What follows belongs to an exercise in optimizing a design on an open flow for small area; a production flow would make more cautious choices. RTL that was checked went through simulation tests only; none was proved equivalent to the original. No activity file was given, so power comes from the tool's default toggle rates.

// pong
module pong
(
	input             clk,
	input             rst,
	input      [3:0]  sw,
	input      [3:0]  btn,
	output     [2:0]  led,
	output            hs,
	output            vs,
	output     [7:0]  rgb,
	output     [6:0]  seg,
	output     [3:0]  an
);
function automatic [10:0] f_add(input [10:0] a, input [10:0] b, input ci);
	integer i; reg c;
	begin
		c = ci;
		for (i = 0; i < 11; i = i + 1) begin
			f_add[i] = a[i] ^ b[i] ^ c;
			c = (a[i] & b[i]) | (a[i] & c) | (b[i] & c);
		end
	end
endfunction
function automatic [10:0] f_sub(input [10:0] a, input [10:0] b);
	f_sub = f_add(a, ~b, 1'b1);
endfunction
function automatic f_lt(input [10:0] a, input [10:0] b);
	integer i; reg r;
	begin
		r = 1'b0;
		for (i = 0; i < 11; i = i + 1)
			r = (~a[i] & b[i]) | (~(a[i] ^ b[i]) & r);
		f_lt = r;
	end
endfunction
function automatic [10:0] f_inc(input [10:0] a);
	integer i; reg c;
	begin
		c = 1'b1;
		for (i = 0; i < 11; i = i + 1) begin
			f_inc[i] = a[i] ^ c;
			c = a[i] & c;
		end
	end
endfunction
function automatic f_cmp(input [10:0] a, input [10:0] b, input ci);
	integer i; reg r;
	begin
		r = ci;
		for (i = 0; i < 11; i = i + 1)
			r = (~a[i] & b[i]) | (~(a[i] ^ b[i]) & r);
		f_cmp = r;
	end
endfunction
reg  [10:0] X;
reg  [9:0]  V;
wire [9:0]  P    = X[10:1];
wire        xend = X[10] & X[9] & X[6] & X[0];           
wire        vend = V[9] & V[3] & V[2] & V[0];            
wire        ft   = (X == 11'd2) & (V == 10'd480);
wire        ft1  = (X == 11'd3) & (V == 10'd480);         
always @(posedge clk) begin
	if (rst)
		X <= 11'd1601;
	else if (xend)
		X <= 11'd0;
	else
  ...
Settings: LEC_CHECK=0, CAP_MARGIN=20, CORE_MARGIN=2, CORE_UTILIZATION=40, CTS_BUF_LIST=sky130_fd_sc_hd__clkbuf_8, SLEW_MARGIN=20; clock period 10.0 ns.
run.sh (not shown) runs the stock make flow with config.mk's settings and CLKGATE_MAP_FILE= SYNTH_SCRIPT=/design/flow/synth_recipe.tcl, a recipe that flattens the netlist after the stock synthesis.
Next try:
--- a/flow/design.v
+++ b/flow/design.v
@@ -95,15 +95,14 @@
 endfunction
 reg  [10:0] X;
 reg  [9:0]  V;
 wire [9:0]  P    = X[10:1];
 wire        xend = X[10] & X[9] & X[6] & X[0];           
 wire        vend = V[9] & V[3] & V[2] & V[0];            
 wire        ft   = (X == 11'd2) & (V == 10'd480);
-wire        ft1  = (X == 11'd3) & (V == 10'd480);         
 always @(posedge clk) begin
 	if (rst)
 		X <= 11'd1601;
 	else if (xend)
 		X <= 11'd0;
 	else
 		X <= f_inc(X);
@@ -162,33 +161,31 @@
 		lp <= 9'd230;
 		rp <= 9'd230;
 	end else begin
 		lp <= lp_n;
 		rp <= rp_n;
 	end
 end
-wire [8:0] pa = (ft1 ? ~hdir : P[9]) ? rp : lp;
-wire [8:0] ra = ft1 ? bv : V[8:0];
+wire [8:0] pa = (ft ? ~hdir_n : P[9]) ? rp_n : lp_n;
+wire [8:0] ra = ft ? bv_n : V[8:0];
 wire [9:0] dd = f_sub(ra, pa);
 wire       d_0_20 = (dd[9:5] == 5'd0) & f_lt(dd[4:0], 5'd21);
 wire       d_m4_m1 = &dd[9:2];
 wire       w_lt = f_lt(h_lo, sw);
 wire       wall = h_r0 & f_cmp(h_lo, sw, 1'b1);
 wire       padh = h_r0 | (h_r1 & w_lt);
-wire       ovl_new = d_0_20 | d_m4_m1;
-wire       ovl_now = ft1 ? ovl_new : ovl;
 always @(posedge clk) begin
 	if (rst) begin
 		cw <= 1'b0;
 		cp <= 1'b0;
 		ovl <= 1'b1;
 	end else begin
 		cw <= wall;
-		if (!wall) cp <= padh & ovl_now;
-		if (ft1) ovl <= ovl_new;
+		if (!wall) cp <= padh & ovl;
+		if (ft) ovl <= d_0_20 | d_m4_m1;
 	end
 end
 assign led = {1'b0, cw, cp};
 wire [9:0] dh = f_sub(P, bh);
 wire [9:0] dv = f_sub(V[8:0], bv);
 wire ball_on = f_lt(dh, 10'd5) & f_lt(dv, 10'd5);
 wire pad_on = ((~f_lt(P, 10'd40) & f_lt(P, 10'd46)) | (~f_lt(P, 10'd595) & f_lt(P, 10'd601))) & d_0_20;
@@ -199,19 +196,20 @@
 reg  [3:0] p10, p11, p20, p21;
 reg        cwd;
 wire       hit = cw & ~cwd;
 wire       e10 = hit & hdir;
 wire       e20 = hit & ~hdir;
 wire       e11 = e10 & p10[3] & p10[0];        
 wire       e21 = e20 & p20[3] & p20[0];
-always @(posedge clk) cwd <= cw;      
-always @(posedge clk) begin
-	if (rst) begin
+always @(posedge clk) begin
+	if (rst) begin
+		cwd <= 1'b0;
 		p10 <= 4'd0; p11 <= 4'd0; p20 <= 4'd0; p21 <= 4'd0;
 	end else begin
+		cwd <= cw;
 		p10 <= bcd_inc(p10, e10);
 		p11 <= bcd_inc(p11, e11);
 		p20 <= bcd_inc(p20, e20);
 		p21 <= bcd_inc(p21, e21);
 	end
 end
 function automatic [3:0] bcd_inc(input [3:0] d, input e);
Result: The new run ran to the end with no violations. Power rose by 5.6%. Routed wire length goes up by 0.72%. Final area came out higher by 2.9%. Die area went up by 0.50%. First-iteration DRC count shrinks by 20%. Count of clock-buffer cells in the layout does not change. Worst setup slack degrades by 0.98 ns. Core utilization increases by 1.1 points. Clock power came out higher by 20%.
Function not checked in the first run of this note: the RTL went through the layout flow alone.


Setup of R:
The RTL this note starts from:
==> flow/design.v <==
function automatic [10:0] f_add(input [10:0] a, input [10:0] b, input ci);
	integer i; reg c;
	begin
		c = ci;
		for (i = 0; i < 11; i = i + 1) begin
			f_add[i] = a[i] ^ b[i] ^ c;
			c = (a[i] & b[i]) | (a[i] & c) | (b[i] & c);
		end
	end
endfunction
function automatic [10:0] f_sub(input [10:0] a, input [10:0] b);
	f_sub = f_add(a, ~b, 1'b1);
endfunction
function automatic f_lt(input [10:0] a, input [10:0] b);
	integer i; reg r;
	begin
		r = 1'b0;
		for (i = 0; i < 11; i = i + 1)
			r = (~a[i] & b[i]) | (~(a[i] ^ b[i]) & r);
		f_lt = r;
	end
endfunction
function automatic [10:0] f_inc(input [10:0] a);
	integer i; reg c;
	begin
		c = 1'b1;
		for (i = 0; i < 11; i = i + 1) begin
			f_inc[i] = a[i] ^ c;
			c = a[i] & c;
		end
	end
endfunction
function automatic f_cmp(input [10:0] a, input [10:0] b, input ci);
	integer i; reg r;
	begin
		r = ci;
		for (i = 0; i < 11; i = i + 1)
			r = (~a[i] & b[i]) | (~(a[i] ^ b[i]) & r);
		f_cmp = r;
	end
endfunction
module pong
(
	input             clk,
	input             rst,
	input      [3:0]  sw,
	input      [3:0]  btn,
	output     [2:0]  led,
	output            hs,
	output            vs,
	output     [7:0]  rgb,
	output     [6:0]  seg,
	output     [3:0]  an
);
function automatic [10:0] f_add(input [10:0] a, input [10:0] b, input ci);
	integer i; reg c;
	begin
		c = ci;
		for (i = 0; i < 11; i = i + 1) begin
			f_add[i] = a[i] ^ b[i] ^ c;
			c = (a[i] & b[i]) | (a[i] & c) | (b[i] & c);
		end
	end
endfunction
function automatic [10:0] f_sub(input [10:0] a, input [10:0] b);
	f_sub = f_add(a, ~b, 1'b1);
endfunction
function automatic f_lt(input [10:0] a, input [10:0] b);
	integer i; reg r;
	begin
		r = 1'b0;
		for (i = 0; i < 11; i = i + 1)
			r = (~a[i] & b[i]) | (~(a[i] ^ b[i]) & r);
		f_lt = r;
	end
endfunction
function automatic [10:0] f_inc(input [10:0] a);
	integer i; reg c;
	begin
		c = 1'b1;
		for (i = 0; i < 11; i = i + 1) begin
			f_inc[i] = a[i] ^ c;
			c = a[i] & c;
		end
	end
endfunction
function automatic f_cmp(input [10:0] a, input [10:0] b, input ci);
	integer i; reg r;
	begin
		r = ci;
		for (i = 0; i < 11; i = i + 1)
			r = (~a[i] & b[i]) | (~(a[i] ^ b[i]) & r);
		f_cmp = r;
	end
endfunction
reg  [10:0] X;
reg  [9:0]  V;
wire [9:0]  P    = X[10:1];
wire        xend = X[10] & X[9] & X[6] & X[0];           
wire        vend = V[9] & V[3] & V[2] & V[0];            
wire        ft   = (X == 11'd2) & (V == 10'd480);
wire        ft1  = (X == 11'd3) & (V == 10'd480);         
always @(posedge clk) begin
	if (rst)
		X <= 11'd1601;
	else if (xend)
		X <= 11'd0;
	else
		X <= f_inc(X);
	if (rst)
		V <= 10'd525;
	else if (xend & vend)
		V <= 10'd0;
	else
		V <= f_add(V, 11'd0, xend);
end
assign hs = ~(~f_lt(P, 10'd648) & f_lt(P, 10'd744));
assign vs = ~(V[9:1] == 9'd241);                         
reg  [9:0] bh;           
reg  [8:0] bv;           
reg        hdir;         
reg        vdir;         
reg  [3:0] spd;
reg        cw, cp, ovl;
always @(posedge clk) spd <= sw;
wire       h_r0 = hdir ? f_lt(bh, 10'd46) : ~f_lt(bh, 10'd591);
wire       h_r1 = hdir ? (~f_lt(bh, 10'd46) & f_lt(bh, 10'd61)) : (~f_lt(bh, 10'd576) & f_lt(bh, 10'd591));
wire [3:0] h_lo = hdir ? f_add(bh[3:0], 4'd2, 1'b0) : f_sub(4'd14, bh[3:0]);
wire       v_r0 = vdir ? f_lt(bv, 9'd76) : ~f_lt(bv, 9'd401);
wire [3:0] v_lo = vdir ? f_add(bv[3:0], 4'd4, 1'b0) : f_sub(4'd0, bv[3:0]);
wire       hf = h_r0 & f_cmp(h_lo, spd, ~hdir);
wire       vf = v_r0 & f_cmp(v_lo, spd, ~vdir);
wire       mh = ft & ~cp & ~hf;
wire       mv = ft & ~cp & ~vf;
wire [9:0] oh = {{6{mh & hdir}}, {4{mh}} & (spd ^ {4{hdir}})};
wire [8:0] ov = {{5{mv & vdir}}, {4{mv}} & (spd ^ {4{vdir}})};
wire [9:0] bh_n = f_add(bh, oh, mh & hdir);
wire [8:0] bv_n = f_add(bv, ov, mv & vdir);
wire       hdir_n = hdir ^ (ft & (cp | hf));
always @(posedge clk) begin
	if (rst) begin
		bh <= 10'd310;
		bv <= 9'd230;
		hdir <= 1'b0;
		vdir <= 1'b0;
	end else begin
		bh <= bh_n;
		bv <= bv_n;
		hdir <= hdir_n;
		vdir <= vdir ^ (ft & ~cp & vf);
	end
end
reg  [6:0] lk, rk;
wire       l_dn = ft & btn[0] & ~(lk[6] & lk[1]);                 
wire       l_up = ft & ~l_dn & btn[1] & (|lk);                    
wire       r_dn = ft & btn[2] & ~(rk[6] & rk[1]);
wire       r_up = ft & ~r_dn & btn[3] & (|rk);
wire [6:0] lk_n = f_add(lk, {{6{l_up}}, l_dn | l_up}, 1'b0);
wire [6:0] rk_n = f_add(rk, {{6{r_up}}, r_dn | r_up}, 1'b0);
always @(posedge clk) begin
	if (rst) begin
		lk <= 7'd33;
		rk <= 7'd33;
	end else begin
		lk <= lk_n;
		rk <= rk_n;
	end
end
wire       bsel = (P[9:4] == 6'd0) & ~ft1;
wire [6:0] ks = (ft1 ? ~hdir : P[9]) ? rk : lk;
wire [8:0] k5 = f_add({ks, 2'b00}, ks, 1'b0);
wire [8:0] pa = bsel ? bv : k5;
wire [8:0] ra = ft1 ? bv : V[8:0];
wire [9:0] dd = f_sub(ra, pa);
wire       d_pad = ~dd[9] & ~f_lt(dd, 10'd65) & f_lt(dd, 10'd86);        
reg        brow;
always @(posedge clk) if (bsel) brow <= (dd[9:3] == 7'd0) & f_lt(dd[2:0], 3'd5);
wire       w_lt = f_lt(h_lo, sw);
wire       wall = h_r0 & f_cmp(h_lo, sw, 1'b1);
wire       padh = h_r0 | (h_r1 & w_lt);
wire       ovl_new = ~dd[9] & ~f_lt(dd, 10'd61) & f_lt(dd, 10'd86);     
wire       ovl_now = ft1 ? ovl_new : ovl;
always @(posedge clk) begin
	if (rst) begin
		cw <= 1'b0;
		cp <= 1'b0;
		ovl <= 1'b1;
	end else begin
		cw <= wall;
		if (!wall) cp <= padh & ovl_now;
		if (ft1) ovl <= ovl_new;
	end
end
assign led = {1'b0, cw, cp};
wire [9:0] dh = f_sub(P, bh);
wire ball_on = f_lt(dh, 10'd5) & brow;
wire pad_on = ((~f_lt(P, 10'd40) & f_lt(P, 10'd46)) | (~f_lt(P, 10'd595) & f_lt(P, 10'd601))) & d_pad;
wire bg_v = ~f_lt(V, 10'd55) & f_lt(V, 10'd426);
wire bg_h = ~f_lt(P, 10'd25) & f_lt(P, 10'd616);
wire bg_on = bg_v & bg_h & (f_lt(P, 10'd31) | ~f_lt(P, 10'd610) | f_lt(V, 10'd61) | ~f_lt(V, 10'd420));
assign rgb = {8{ball_on | pad_on | bg_on}};
reg  [3:0] p10, p11, p20, p21;
reg        cwd;
wire       hit = cw & ~cwd;
wire       e10 = hit & hdir;
wire       e20 = hit & ~hdir;
wire       e11 = e10 & p10[3] & p10[0];        
wire       e21 = e20 & p20[3] & p20[0];
always @(posedge clk) cwd <= cw;      
always @(posedge clk) begin
	if (rst) begin
		p10 <= 4'd0; p11 <= 4'd0; p20 <= 4'd0; p21 <= 4'd0;
	end else begin
		p10 <= bcd_inc(p10, e10);
		p11 <= bcd_inc(p11, e11);
		p20 <= bcd_inc(p20, e20);
		p21 <= bcd_inc(p21, e21);
	end
end
function automatic [3:0] bcd_inc(input [3:0] d, input e);
	begin
		bcd_inc[0] = d[0] ^ e;
		bcd_inc[1] = d[1] ^ (e & d[0] & ~d[3]);
		bcd_inc[2] = d[2] ^ (e & d[0] & d[1]);
		bcd_inc[3] = d[3] ^ (e & d[0] & (d[3] | (d[1] & d[2])));
	end
endfunction
reg  [15:0] lf;
wire        upd = (lf == 16'h44da);
always @(posedge clk) begin
	if (rst)
		lf <= 16'd0;
	else if (upd)
		lf <= 16'd1;
	else
		lf <= {lf[14:0], ~(lf[15] ^ lf[8])};
end
reg [1:0] cnt;
reg [3:0] digit;
reg [3:0] sc;        
always @(posedge clk) begin
	if (rst) begin
		cnt <= 2'd0;
		digit <= 4'd0;
		sc <= 4'd15;
	end else if (upd) begin
		digit <= cnt[1] ? (cnt[0] ? p11 : p20) : (cnt[0] ? p21 : p10);
		sc <= digit;
		cnt <= {cnt[1] ^ cnt[0], ~cnt[0]};
	end
end
wire [3:0] q = sc;
assign seg[0] = (q == 4'd1) | (q == 4'd4) | (q == 4'd15);
assign seg[1] = (q == 4'd5) | (q == 4'd6) | (q == 4'd15);
assign seg[2] = (q == 4'd2) | (q == 4'd15);
assign seg[3] = (q == 4'd1) | (q == 4'd4) | (q == 4'd7) | (q == 4'd15);
assign seg[4] = (q == 4'd1) | (q == 4'd3) | (q == 4'd4) | (q == 4'd5) | (q == 4'd7) | (q == 4'd9) | (q == 4'd15);
assign seg[5] = (q == 4'd1) | (q == 4'd2) | (q == 4'd3) | (q == 4'd7) | (q == 4'd15);
assign seg[6] = (q == 4'd0) | (q == 4'd1) | (q == 4'd7) | (q == 4'd15);
wire blank = &sc;
assign an = {blank | (cnt != 2'd1), blank | (cnt != 2'd2), blank | (cnt != 2'd3), blank | (cnt != 2'd0)};
endmodule
Settings: LEC_CHECK=0, CAP_MARGIN=20, CORE_MARGIN=2, CORE_UTILIZATION=40, CTS_BUF_LIST=sky130_fd_sc_hd__clkbuf_8, SLEW_MARGIN=20; clock period 10.0 ns.
standard.sh (not shown) runs the stock make flow with config.mk's settings and CLKGATE_MAP_FILE= SYNTH_SCRIPT=/design/flow/synth_recipe.tcl, a recipe that flattens the netlist after the stock synthesis.
==> flow/flow/run.sh <==
#!/bin/bash
# The standard layout, with the port buffers made of the smallest buffer
# cell and the buffers that synthesis (ABC) inserted removed at floorplan.
set -euo pipefail
bash standard.sh "BUFFER_PORTS_ARGS=-buffer_cell sky130_fd_sc_hd__buf_1" "REMOVE_ABC_BUFFERS=1" finish > standard.log 2>&1
R finished all stages; the layout is clean.
Inputs modified between R and P:
--- a/flow/design.v
+++ b/flow/design.v
@@ -148,39 +148,38 @@
 		bv <= bv_n;
 		hdir <= hdir_n;
 		vdir <= vdir ^ (ft & ~cp & vf);
 	end
 end
-reg  [6:0] lk, rk;
-wire       l_dn = ft & btn[0] & ~(lk[6] & lk[1]);                 
-wire       l_up = ft & ~l_dn & btn[1] & (|lk);                    
-wire       r_dn = ft & btn[2] & ~(rk[6] & rk[1]);
-wire       r_up = ft & ~r_dn & btn[3] & (|rk);
-wire [6:0] lk_n = f_add(lk, {{6{l_up}}, l_dn | l_up}, 1'b0);
-wire [6:0] rk_n = f_add(rk, {{6{r_up}}, r_dn | r_up}, 1'b0);
-always @(posedge clk) begin
-	if (rst) begin
-		lk <= 7'd33;
-		rk <= 7'd33;
-	end else begin
-		lk <= lk_n;
-		rk <= rk_n;
+reg  [8:0] lp, rp;
+wire       l_dn = ft & btn[0] & ~(lp[8] & lp[7] & lp[3]);           
+wire       l_up = ft & ~l_dn & btn[1] & (|{lp[8], lp[5:1]});        
+wire       r_dn = ft & btn[2] & ~(rp[8] & rp[7] & rp[3]);
+wire       r_up = ft & ~r_dn & btn[3] & (|{rp[8], rp[5:1]});
+wire [8:0] lp_n = f_add(lp, {{6{l_up}}, l_dn, l_up, l_dn | l_up}, 1'b0);
+wire [8:0] rp_n = f_add(rp, {{6{r_up}}, r_dn, r_up, r_dn | r_up}, 1'b0);
+always @(posedge clk) begin
+	if (rst) begin
+		lp <= 9'd230;
+		rp <= 9'd230;
+	end else begin
+		lp <= lp_n;
+		rp <= rp_n;
 	end
 end
 wire       bsel = (P[9:4] == 6'd0) & ~ft1;
-wire [6:0] ks = (ft1 ? ~hdir : P[9]) ? rk : lk;
-wire [8:0] k5 = f_add({ks, 2'b00}, ks, 1'b0);
-wire [8:0] pa = bsel ? bv : k5;
+wire [8:0] pa = bsel ? bv : ((ft1 ? ~hdir : P[9]) ? rp : lp);
 wire [8:0] ra = ft1 ? bv : V[8:0];
 wire [9:0] dd = f_sub(ra, pa);
-wire       d_pad = ~dd[9] & ~f_lt(dd, 10'd65) & f_lt(dd, 10'd86);        
+wire       d_0_20 = (dd[9:5] == 5'd0) & f_lt(dd[4:0], 5'd21);
 reg        brow;
 always @(posedge clk) if (bsel) brow <= (dd[9:3] == 7'd0) & f_lt(dd[2:0], 3'd5);
+wire       d_m4_m1 = &dd[9:2];
 wire       w_lt = f_lt(h_lo, sw);
 wire       wall = h_r0 & f_cmp(h_lo, sw, 1'b1);
 wire       padh = h_r0 | (h_r1 & w_lt);
-wire       ovl_new = ~dd[9] & ~f_lt(dd, 10'd61) & f_lt(dd, 10'd86);     
+wire       ovl_new = d_0_20 | d_m4_m1;
 wire       ovl_now = ft1 ? ovl_new : ovl;
 always @(posedge clk) begin
 	if (rst) begin
 		cw <= 1'b0;
 		cp <= 1'b0;
@@ -192,11 +191,11 @@
 	end
 end
 assign led = {1'b0, cw, cp};
 wire [9:0] dh = f_sub(P, bh);
 wire ball_on = f_lt(dh, 10'd5) & brow;
-wire pad_on = ((~f_lt(P, 10'd40) & f_lt(P, 10'd46)) | (~f_lt(P, 10'd595) & f_lt(P, 10'd601))) & d_pad;
+wire pad_on = ((~f_lt(P, 10'd40) & f_lt(P, 10'd46)) | (~f_lt(P, 10'd595) & f_lt(P, 10'd601))) & d_0_20;
 wire bg_v = ~f_lt(V, 10'd55) & f_lt(V, 10'd426);
 wire bg_h = ~f_lt(P, 10'd25) & f_lt(P, 10'd616);
 wire bg_on = bg_v & bg_h & (f_lt(P, 10'd31) | ~f_lt(P, 10'd610) | f_lt(V, 10'd61) | ~f_lt(V, 10'd420));
 assign rgb = {8{ball_on | pad_on | bg_on}};
 reg  [3:0] p10, p11, p20, p21;
Results
- P contains more vias than R.
- Delta (P minus R): overall power of the completed layout grew by 38 uW; post-route core utilization grew by 0.52 points; net count of the finished layout grew by 0.98%; global-route wire length before repair grew by 9.4%; count of flip-flops and latches grew by about 3.7%.
- P did not stop at any stage, and its layout met the timing, DRC and antenna checks.
- R → P: total die area picked up an extra about 1.8%, number of clock-tree buffers in the layout has increased, routed wire length went up.
No functional check of the RTL was part of R.

==> port drivers added, routing unchanged <==
In the flow no input, the clock included, has a driving cell. The finished layouts below were timed again as built, in two steps. Step 1 assumes that a clkbuf_16 drives the clock port and a buf_2 every other input. Step 2 adds t to the input delays and takes it off the output delays; t is the mean of the earliest and latest rising clock arrival at the registers after step 1. Input paths then give back, and output paths get back, about the clock's delay inside the block. a / b / c = ideal ports / drivers / drivers and shift; a / b = the first two.
run | shift t [ns] | slack for setup (ns) | clock arrival spread, ns | worst register clock-pin slew, ns
the first run of note 1 | 0.418 | 1.284 / 1.248 / 1.666 | 0.016 / 0.016 | 0.11 / 0.11
the second run of note 1 | 0.426 | 0.304 / 0.282 / 0.282 | 0.013 / 0.013 | 0.11 / 0.11
R | 0.425 | 1.040 / 1.003 / 1.428 | 0.012 / 0.012 | 0.11 / 0.11
P | 0.426 | 0.841 / 0.800 / 1.227 | 0.013 / 0.013 | 0.11 / 0.11
After both steps every run listed still meets setup and hold. The setup slack of the second run of note 1, which loses most, moves by -0.022 ns with the drivers and by -0.022 ns with both steps.
